Source: an optimization exercise on an open RTL-to-GDS flow (aim: small area). Production flows keep margins and buffers that such runs may drop.
At most, simulation tests tie the RTL to the original design; equivalence was not proved.
Power figures rest on the tool's default switching activity, not on a simulated workload.

==> v37 <==
==> flow/design.v <==
module router_fifo(clk,rstn,soft_rst,write_enb,read_enb,lfd_state,data_in,empty,full,data_out);
        input clk,rstn,soft_rst;
        input write_enb,read_enb,lfd_state;
        input [7:0] data_in;
        output empty,full;
        output reg [7:0] data_out;
        reg [4:0] rp, wp;
        reg [8:0] mem [0:15];
        reg       lfd_t;
        reg       cnz;
        reg [5:0] cm;
        wire [3:0] weq = wp[3:0] ^ rp[3:0];
        wire       lo_eq = ~|weq;
        assign empty = lo_eq & (wp[4] == rp[4]);
        assign full  = lo_eq & (wp[4] != rp[4]);
        wire wr = write_enb & ~full;
        wire rd = read_enb & ~empty;
        wire [8:0] E = mem[rp[3:0]];
        always @(posedge clk) begin
            if (!rstn) lfd_t <= 1'b0;
            else       lfd_t <= lfd_state;
        end
        wire [8:0] wdata = {lfd_t, data_in} & {9{~soft_rst}};
        integer i;
        always @(posedge clk) begin
            for (i = 0; i < 16; i = i + 1)
                if (soft_rst || (wr && wp[3:0] == i))
                    mem[i] <= wdata;
        end
        always @(posedge clk) begin
            if (!rstn) begin
                wp <= 5'd0;
                rp <= 5'd0;
            end else begin
                if (wr) wp <= wp + 5'd1;
                if (rd) rp <= rp + 5'd1;
            end
        end
        always @(posedge clk) begin
            if (!rstn)
                data_out <= 8'd0;
            else if (soft_rst)
                data_out <= 8'd0;
            else if (rd)
                data_out <= E[7:0];
            else if (!cnz)
                data_out <= 8'd0;
        end
        always @(posedge clk) begin
            if (rd) begin
                if (E[8]) cm <= E[7:2];
                else      cm <= cm - 6'd1;
            end
        end
        always @(posedge clk) begin
            if (!rstn)
                cnz <= 1'b0;
            else if (rd) begin
                if (E[8])            cnz <= 1'b1;
                else if (cm == 6'd0) cnz <= 1'b0;
            end
        end
endmodule
==> flow/run.sh <==
#!/bin/bash
# synth_recipe.tcl (not shown) runs the flow's synth.tcl, then flattens the netlist and writes it again
# the make line also repeats each setting of config.mk as NAME=value (left out here)
make -C /OpenROAD-flow-scripts/flow DESIGN_CONFIG=/design/flow/config.mk WORK_HOME=/design/flow/orfs CLKGATE_MAP_FILE= SYNTH_SCRIPT=/design/flow/synth_recipe.tcl finish
==> flow/config.mk <==
export PLATFORM = sky130hd
export DESIGN_NAME = router_fifo
export DESIGN_NICKNAME = router_fifo
export VERILOG_FILES = /design/flow/design.v
export SDC_FILE = /design/flow/constraint.sdc
export NUM_CORES = 4
export LEC_CHECK = 0
export CAP_MARGIN = 20
export CORE_MARGIN = 2
export CORE_UTILIZATION = 40
export PLACE_DENSITY = 0.6
export SLEW_MARGIN = 20
==> flow/constraint.sdc <==
create_clock -name core_clock -period 5.0 [get_ports {clk}]
set_input_delay 1.0000 -clock core_clock [delete_from_list [all_inputs] [get_ports {clk}]]
set_output_delay 1.0000 -clock core_clock [all_outputs]
set_load 0.01 [all_outputs]
==> v18 (differences from v37) <==
--- a/flow/design.v
+++ b/flow/design.v
@@ -17,3 +17,13 @@
         wire rd = read_enb & ~empty;
-        wire [8:0] E = mem[rp[3:0]];
+        wire [3:0] ra = 4'b1 << rp[1:0];
+        wire [3:0] rb = 4'b1 << rp[3:2];
+        wire [3:0] wa = 4'b1 << wp[1:0];
+        wire [3:0] wb = 4'b1 << wp[3:2];
+        reg [8:0] E;
+        integer k;
+        always @* begin
+            E = 9'd0;
+            for (k = 0; k < 16; k = k + 1)
+                E = E | (mem[k] & {9{ra[k%4] & rb[k/4]}});
+        end
         always @(posedge clk) begin
@@ -26,3 +36,3 @@
             for (i = 0; i < 16; i = i + 1)
-                if (soft_rst || (wr && wp[3:0] == i))
+                if (soft_rst || (wr && wa[i%4] && wb[i/4]))
                     mem[i] <= wdata;
@@ -39,10 +49,6 @@
         always @(posedge clk) begin
-            if (!rstn)
+            if (!rstn || soft_rst)
                 data_out <= 8'd0;
-            else if (soft_rst)
-                data_out <= 8'd0;
-            else if (rd)
-                data_out <= E[7:0];
-            else if (!cnz)
-                data_out <= 8'd0;
+            else if (rd || !cnz)
+                data_out <= E[7:0] & {8{rd}};
         end
--- a/flow/config.mk
+++ b/flow/config.mk
@@ -9,4 +9,7 @@
 export CORE_MARGIN = 2
-export CORE_UTILIZATION = 40
-export PLACE_DENSITY = 0.6
+export CORE_UTILIZATION = 65
+export CTS_BUF_LIST = sky130_fd_sc_hd__clkbuf_4 sky130_fd_sc_hd__clkbuf_8
+export CTS_CLUSTER_DIAMETER = 50
+export CTS_CLUSTER_SIZE = 16
+export PLACE_DENSITY = 0.75
 export SLEW_MARGIN = 20
==> v7 (differences from v37) <==
--- a/flow/design.v
+++ b/flow/design.v
@@ -17,3 +17,13 @@
         wire rd = read_enb & ~empty;
-        wire [8:0] E = mem[rp[3:0]];
+        wire [3:0] ra = 4'b1 << rp[1:0];
+        wire [3:0] rb = 4'b1 << rp[3:2];
+        wire [3:0] wa = 4'b1 << wp[1:0];
+        wire [3:0] wb = 4'b1 << wp[3:2];
+        reg [8:0] E;
+        integer k;
+        always @* begin
+            E = 9'd0;
+            for (k = 0; k < 16; k = k + 1)
+                E = E | (mem[k] & {9{ra[k%4] & rb[k/4]}});
+        end
         always @(posedge clk) begin
@@ -26,3 +36,3 @@
             for (i = 0; i < 16; i = i + 1)
-                if (soft_rst || (wr && wp[3:0] == i))
+                if (soft_rst || (wr && wa[i%4] && wb[i/4]))
                     mem[i] <= wdata;
@@ -39,10 +49,6 @@
         always @(posedge clk) begin
-            if (!rstn)
+            if (!rstn || soft_rst)
                 data_out <= 8'd0;
-            else if (soft_rst)
-                data_out <= 8'd0;
-            else if (rd)
-                data_out <= E[7:0];
-            else if (!cnz)
-                data_out <= 8'd0;
+            else if (rd || !cnz)
+                data_out <= E[7:0] & {8{rd}};
         end
--- a/flow/config.mk
+++ b/flow/config.mk
@@ -10,2 +10,5 @@
 export CORE_UTILIZATION = 40
+export CTS_BUF_LIST = sky130_fd_sc_hd__clkbuf_8
+export CTS_CLUSTER_DIAMETER = 80
+export CTS_CLUSTER_SIZE = 24
 export PLACE_DENSITY = 0.6
==> run summary <==
- In sequential power, v37 and v18 hardly differ.
- Against v7, the global-route usage of v37 is higher by 0.64 points.
- Total power, highest first: v37, v7, v18.
- Of v37 and v18, v18 has the higher register-to-register slack (gap 50 ps).
- Design area, lowest first: v18, v7, v37.
- The highest utilization belongs to v18, the lowest to v7.
- The highest die area belongs to v37, the lowest to v18.
==> figures <==
item                                                           v7                      v18                      v37
Outcome                                   complete, no violations  complete, no violations  complete, no violations
Static Leak                                            0.00261 uW               0.00255 uW               0.00281 uW
Worst reg-to-reg path cell count                                8                        8                        6
Worst setup path endpoint                                    full                    empty                     full
Finished Core Util                                          0.453                    0.729                    0.466
Compound-Gate Fraction of Synth Area                        0.139                    0.139                    0.163
Post-Layout Cell Count                                        722                      630                      753
Tightest Pin Transition                                   1050 ps                  1020 ps                  1110 ps
Area delta synth->final                                     11.5%                    8.30%                    14.2%
Synthesized instance count                                    466                      466                      491
Initial DRC count                                             373                      446                      427
Adder-cell share of the synthesized area                   0.0179                   0.0179                   0.0171
Sw Pwr                                                     855 uW                   799 uW                   953 uW
Detailed-placement wirelength estimate                    10.4 mm                  9.41 mm                  11.5 mm
Area occupied by multi-input gates                     1890 sq um               1880 sq um               2220 sq um
Hold path start                                       data_out[3]              data_out[3]              data_out[1]
The RTL of v18 and v7 was laid out without a check of its function.

==> port drivers added, routing unchanged <==
The results above use ideal ports. As a check the final layouts listed here were re-extracted and re-timed, cells and wires unchanged.
Step 1 sets driving cells, clkbuf_16 on the clock port and buf_2 on the other inputs (assumed; they add their load-dependent delay and slew).
Step 2 times the ports against the registers' clock, not the clock port: input delays grow and output delays shrink by t, the midpoint of the rising clock arrivals with the driver on.
Three values: ideal ports, drivers, drivers and shift; two values: the first two.
| run | t (ns) | setup WS [ns] | cell pins on the clock port's net |
|---|---|---|---|
| v37 | 0.467 | 1.472 / 1.428 / 1.621 | 1 |
| v18 | 0.478 | 1.637 / 1.605 / 1.950 | 1 |
| v7 | 0.490 | 1.676 / 1.641 / 1.974 | 1 |
After both steps every run listed still meets setup and hold.
